Context: an optimization exercise on an open-source flow, tuned for small area and a short achievable clock period. The choices shown serve that exercise and are no tape-out recipe. At most, simulation tests tie the RTL to the original design; equivalence was not proved.

==> v6: inputs <==
// riscprocessor
module riscprocessor(
input CLK,
input rst,
output [31:0] imem_addr,
input [31:0] imem_rdata,
output [31:0] dmem_addr,
output dmem_re,
output [3:0] dmem_wstrb,
output [31:0] dmem_wdata,
input [31:0] dmem_rdata,
output wb_en,
output [4:0] wb_rd,
output [31:0] wb_data
);
Settings: LEC_CHECK=0, CAP_MARGIN=20, CORE_MARGIN=2, CORE_UTILIZATION=40, PLACE_DENSITY=0.6, SETUP_SLACK_MARGIN=4, SLEW_MARGIN=20, SYNTH_HIERARCHICAL=1; clock period 13.0 ns.
run.sh (not shown) runs the stock make flow with config.mk's settings and CLKGATE_MAP_FILE= SYNTH_SCRIPT=/design/flow/synth_recipe.tcl, a recipe that flattens the netlist after the stock synthesis.
==> inputs of v14, as changes to v6 <==
--- a/flow/design.v
+++ b/flow/design.v
@@ -29,35 +29,56 @@
 input lts,
 input ltu,
 input [2:0] f3,
 output taken);
 wire lt = f3[1] ? ltu : lts;
 assign taken = f3[2] ? (lt ^ f3[0]) : (eq ^ f3[0]);
 endmodule
+module mux2v(input [31:0] s, input [31:0] d0, input [31:0] d1, output [31:0] y);
+genvar k;
+generate for (k = 0; k < 32; k = k + 1) begin : m
+  assign y[k] = s[k] ? d1[k] : d0[k];
+end endgenerate
+endmodule
+module ao211m(input a1, input a2, input b1, input c1, output y);
+assign y = (a1 & a2) | b1 | c1;
+endmodule
+module xor2v(input [31:0] a, input [31:0] b, output [31:0] y);
+assign y = a ^ b;
+endmodule
+module ao21v(input [30:0] a1, input [30:0] a2, input [30:0] b1, output [30:0] y);
+assign y = (a1 & a2) | b1;
+endmodule
 module alu(
-input [31:0] a,           
-input [31:0] rs2v,
+input [31:0] an,          
+input [31:0] bn,          
 input [31:0] imm,
 input use_rs2,
 input sub,
 input arith,
 input left,
 input e_sum, input e_sh, input e_sll, input e_slt, input e_sltu,
 input e_xor, input e_or, input e_and,
 input e_ld, input e_pc4, input e_u,
 input [31:0] ld,
 input [31:0] pc4,
 input [31:0] pcimm,
+output [31:0] a,
 output [31:0] sum,
 output lts,
 output ltu,
 output eq,
 output [31:0] wb);
-wire [31:0] b = use_rs2 ? rs2v : imm;
-wire [31:0] bx = b ^ {32{sub}};
+wire [31:0] x0 = use_rs2 ? {32{~sub}} : (imm ^ {32{sub}});   
+wire [31:0] x1 = use_rs2 ? {32{sub}} : (imm ^ {32{sub}});    
+wire [31:0] bx;
+wire [31:0] b = use_rs2 ? ~bn : imm;
+genvar k;
+mux2v bs(.s(bn), .d0(x0), .d1(x1), .y(bx));
+assign a = ~an;
 wire [31:0] g0 = a & bx;
 wire [31:0] p0 = a ^ bx;
 reg [31:0] g, p;
 integer l, i;
 always @(*) begin
   g = g0; p = p0;
   g[0] = g0[0] | (p0[0] & sub);
@@ -65,101 +86,122 @@
     for (i = 0; i < 32; i = i + 1)
       if (i[l]) begin
         g[i] = g[i] | (p[i] & g[((i >> l) << l) - 1]);
         p[i] = p[i] & p[((i >> l) << l) - 1];
       end
 end
 wire [32:0] c = {g, sub};
-assign sum = p0 ^ c[31:0];
+xor2v sx(.a(p0), .b(c[31:0]), .y(sum));
 assign ltu = ~c[32];
 assign lts = (a[31] ^ bx[31]) ? sum[31] : a[31];
 assign eq = &p0;
 wire [31:0] ar;
-genvar k;
 generate for (k = 0; k < 32; k = k + 1) begin : rv
   assign ar[k] = a[31-k];
 end endgenerate
 wire [31:0] sin = left ? ar : a;
 wire fill = arith & a[31];
 wire [31:0] sr = $signed({fill, sin}) >>> b[4:0];
 wire [31:0] srr;
 generate for (k = 0; k < 32; k = k + 1) begin : rv2
   assign srr[k] = sr[31-k];
 end endgenerate
-wire [31:0] lt = {31'd0, (lts & e_slt) | (ltu & e_sltu)};
-assign wb = ({32{e_sum}} & sum) | ({32{e_sh}} & sr) | ({32{e_sll}} & srr) |
+wire lt = (lts & e_slt) | (ltu & e_sltu);
+wire [31:0] rest = ({32{e_sh}} & sr) | ({32{e_sll}} & srr) |
             ({32{e_xor}} & p0) | ({32{e_or}} & (p0 | g0)) | ({32{e_and}} & g0) |
-            lt | ({32{e_ld}} & ld) | ({32{e_pc4}} & pc4) | ({32{e_u}} & pcimm);
+            ({32{e_ld}} & ld) | ({32{e_pc4}} & pc4) | ({32{e_u}} & pcimm);
+ao21v wbo(.a1({31{e_sum}}), .a2(sum[31:1]), .b1(rest[31:1]), .y(wb[31:1]));
+ao211m wb0(.a1(e_sum), .a2(sum[0]), .b1(lt), .c1(rest[0]), .y(wb[0]));
 endmodule
 module immediategenerator(
 input [31:0] ins,
 input is_store,
 input op2,    
 input op3,    
 output [31:0] imm_is,
 output [31:0] imm_pc);
 assign imm_is = {{21{ins[31]}}, ins[30:25], is_store ? ins[11:7] : ins[24:20]};
 assign imm_pc = op2 ? {ins[31:12], 12'b0} :
                 op3 ? {{12{ins[31]}}, ins[19:12], ins[20], ins[30:21], 1'b0} :
                       {{20{ins[31]}}, ins[7], ins[30:25], ins[11:8], 1'b0};
 endmodule
+module aoi222v(
+input [31:0] a1, input [31:0] a2, input [31:0] b1, input [31:0] b2,
+input [31:0] c1, input [31:0] c2,
+output [31:0] y);
+assign y = ~((a1 & a2) | (b1 & b2) | (c1 & c2));
+endmodule
+module nand4v(input [31:0] a, input [31:0] b, input [31:0] c, input [31:0] d, output [31:0] y);
+assign y = ~(a & b & c & d);
+endmodule
+module nand3v(input [31:0] a, input [31:0] b, input [31:0] c, output [31:0] y);
+assign y = ~(a & b & c);
+endmodule
+module nand2v(input [31:0] a, input [31:0] b, output [31:0] y);
+assign y = ~(a & b);
+endmodule
+module nor3v(input [31:0] a, input [31:0] b, input [31:0] c, output [31:0] y);
+assign y = ~(a | b | c);
+endmodule
+module regnext(input we, input wen, input [31:0] wd, input [31:0] q, output [31:0] d);
+assign d = ({32{we}} & wd) | ({32{wen}} & q);
+endmodule
 module regdecode(
 input [4:0] idx,
 input en,
 output [31:1] sel);
 genvar i;
 generate for (i = 1; i < 32; i = i + 1) begin : d
   assign sel[i] = en & (idx == i);
 end endgenerate
 endmodule
-module aoi222(
-input a1, input a2, input b1, input b2, input c1, input c2,
-output y);
-assign y = ~((a1 & a2) | (b1 & b2) | (c1 & c2));
-endmodule
 module regreadmux(
 input [31:1] sel,
 input [32*31-1:0] data,
-output [31:0] q);
+output [31:0] qn);
 wire [31:0] s = {sel, 1'b0};
 wire [32*32-1:0] d = {data, 32'd0};
-genvar b, k;
-generate for (b = 0; b < 32; b = b + 1) begin : bt
-  wire [10:0] g;
-  for (k = 0; k < 10; k = k + 1) begin : grp
-    aoi222 u(.a1(s[3*k+1]), .a2(d[32*(3*k+1)+b]),
-             .b1(s[3*k+2]), .b2(d[32*(3*k+2)+b]),
-             .c1(s[3*k+3]), .c2(d[32*(3*k+3)+b]), .y(g[k]));
-  end
-  assign g[10] = ~(s[31] & d[32*31+b]);
-  assign q[b] = ~&g;
+wire [32*11-1:0] g;
+genvar k;
+generate for (k = 0; k < 10; k = k + 1) begin : grp
+  aoi222v u(.a1({32{s[3*k+1]}}), .a2(d[32*(3*k+1) +: 32]),
+            .b1({32{s[3*k+2]}}), .b2(d[32*(3*k+2) +: 32]),
+            .c1({32{s[3*k+3]}}), .c2(d[32*(3*k+3) +: 32]), .y(g[32*k +: 32]));
 end endgenerate
+nand2v u31(.a({32{s[31]}}), .b(d[32*31 +: 32]), .y(g[32*10 +: 32]));
+wire [31:0] h0, h1, h2;
+nand4v n0(.a(g[0 +: 32]), .b(g[32 +: 32]), .c(g[64 +: 32]), .d(g[96 +: 32]), .y(h0));
+nand4v n1(.a(g[128 +: 32]), .b(g[160 +: 32]), .c(g[192 +: 32]), .d(g[224 +: 32]), .y(h1));
+nand3v n2(.a(g[256 +: 32]), .b(g[288 +: 32]), .c(g[320 +: 32]), .y(h2));
+nor3v o(.a(h0), .b(h1), .c(h2), .y(qn));
 endmodule
 module regfile(
 input clk,
 input [4:0] rs1,
 input [4:0] rs2,
 input [4:0] rd,
 input we,
 input [31:0] wdata,
-output [31:0] porta,
-output [31:0] portb);
+output [31:0] porta_n,
+output [31:0] portb_n);
 reg [31:0] r [1:31];
 wire [32*31-1:0] flat;
 wire [31:1] s1, s2, w;
 regdecode dec1(.idx(rs1), .en(1'b1), .sel(s1));
 regdecode dec2(.idx(rs2), .en(1'b1), .sel(s2));
 regdecode decw(.idx(rd), .en(we), .sel(w));
-regreadmux mux1(.sel(s1), .data(flat), .q(porta));
-regreadmux mux2(.sel(s2), .data(flat), .q(portb));
+regreadmux mux1(.sel(s1), .data(flat), .qn(porta_n));
+regreadmux mux2(.sel(s2), .data(flat), .qn(portb_n));
 genvar g;
 generate for (g = 1; g < 32; g = g + 1) begin : st
+  wire [31:0] d;
+  regnext u(.we(w[g]), .wen(~w[g]), .wd(wdata), .q(r[g]), .d(d));
   assign flat[32*(g-1) +: 32] = r[g];
   always @(posedge clk)
-    if (w[g]) r[g] <= wdata;
+    r[g] <= d;
 end endgenerate
 endmodule
 module datamemory(
 input [1:0] addr,
 input [2:0] f3,
 input is_store,
 input [31:0] b,
@@ -253,27 +295,28 @@
   .e_sum(e_sum), .e_sh(e_sh), .e_sll(e_sll), .e_slt(e_slt), .e_sltu(e_sltu),
   .e_xor(e_xor), .e_or(e_or), .e_and(e_and), .e_ld(e_ld), .e_pc4(e_pc4), .e_u(e_u));
 wire [31:2] pc;
 wire [31:2] pc_next;
 programcounter programcounter_inst(.clk(CLK), .cnt_in(pc_next), .cnt_out(pc));
 assign imem_addr = {pc, 2'b00};
 wire [31:0] wb;
-wire [31:0] rs1v, rs2v;
+wire [31:0] rs1n, rs2n, rs1v;
+wire [31:0] rs2v = ~rs2n;
 wire we = regwen & (rd != 5'd0);
 regfile regfile_inst(.clk(CLK), .rs1(ins[19:15]), .rs2(ins[24:20]), .rd(rd),
-  .we(we), .wdata(wb), .porta(rs1v), .portb(rs2v));
+  .we(we), .wdata(wb), .porta_n(rs1n), .portb_n(rs2n));
 wire [31:0] imm_is, imm_pc;
 immediategenerator immediategenerator_inst(.ins(ins), .is_store(is_store),
   .op2(~ins[6]), .op3(ins[3]), .imm_is(imm_is), .imm_pc(imm_pc));
 wire [31:0] pc4, pcimm;
 pcadder pcadder_inst(.pc(pc), .imm(imm_pc[31:2]), .usepc(usepc), .pc4(pc4), .pcimm(pcimm));
 wire [31:0] ld;
 wire [31:0] sum;
 wire lts, ltu, eq;
-alu alu_inst(.a(rs1v), .rs2v(rs2v), .imm(imm_is), .use_rs2(use_rs2), .sub(sub),
+alu alu_inst(.an(rs1n), .bn(rs2n), .a(rs1v), .imm(imm_is), .use_rs2(use_rs2), .sub(sub),
   .arith(arith), .left(left),
   .e_sum(e_sum), .e_sh(e_sh), .e_sll(e_sll), .e_slt(e_slt), .e_sltu(e_sltu),
   .e_xor(e_xor), .e_or(e_or), .e_and(e_and), .e_ld(e_ld), .e_pc4(e_pc4), .e_u(e_u),
   .ld(ld), .pc4(pc4), .pcimm(pcimm),
   .sum(sum), .lts(lts), .ltu(ltu), .eq(eq), .wb(wb));
 wire taken;
 comparator comparator_inst(.eq(eq), .lts(lts), .ltu(ltu), .f3(f3), .taken(taken));
==> inputs of v16, as changes to v6 <==
SETUP_SLACK_MARGIN = not set   (was 4)
==> impl_metrics.env <==
export IMPL_outcome="complete, no violations"
export IMPL_multi_input_area_share=0.335
export IMPL_die_area_um2=132000
export IMPL_fin_hold_ws_ns=0.747
export IMPL_clkSlewWorstSetupHoldPaths_ns=0.05
export IMPL_slew_headroom=0.206
export IMPL_most_common_layout_cells="edfxtp_1 (992), a222oi_1 (648), buf_4 (308)"
export IMPL_fill_cells=11148
export IMPL_r2r_end="programcounter_inst.cnt_out[13]"
-- figures above: v16

==> impl_metrics.env <==
export IMPL_multi_input_area_share=0.338
export IMPL_n_all_buffers=807
export IMPL_r2r_end="programcounter_inst.cnt_out[21]"
export IMPL_peakVddDrop_v=0.000121
export IMPL_outcome="complete, no violations"
export IMPL_slew_headroom=0.216
export IMPL_die_area_um2=132000
export IMPL_cp_required_ns=10.40
export IMPL_fill_cells=10705
-- figures above: v6

==> impl_metrics.env <==
export IMPL_clkSlewWorstSetupHoldPaths_ns=0.06
export IMPL_die_area_um2=135000
export IMPL_outcome="complete, no violations"
export IMPL_fill_cells=11842
export IMPL_r2r_end="programcounter_inst.cnt_out[8]"
export IMPL_most_common_layout_cells="dfxtp_1 (1022), a22o_1 (934), a222oi_1 (641)"
export IMPL_multi_input_area_share=0.483
-- figures above: v14

No functional check of the RTL was part of v6 and v16.

port drivers added, routing unchanged:
In the flow no input, the clock included, has a driving cell. The finished layouts below were timed again as built, in two steps.
Step 1 assumes that a clkbuf_16 drives the clock port and a buf_2 every other input.
Step 2 moves the port delays by t, midway between the first and last clock arrival at a register: inputs arrive t later, outputs are due t later. That takes back most of the time a late clock gives input paths.
Slacks: no drivers / after step 1 / after step 2; pairs: no drivers / after step 1.
| run | t (ns) | setup slack, ns | worst setup path at the end |
|---|---|---|---|
| v6 | 0.791 | 1.953 / 1.890 / 1.890 | input to output |
| v14 | 0.836 | 2.099 / 2.030 / 2.030 | input to output |
| v16 | 0.806 | 0.234 / 0.201 / 0.201 | input to output |
After both steps setup and hold are still met in every run listed. For v14, which loses most, drivers alone change the setup slack by -0.069 ns; drivers and shift together by -0.069 ns.
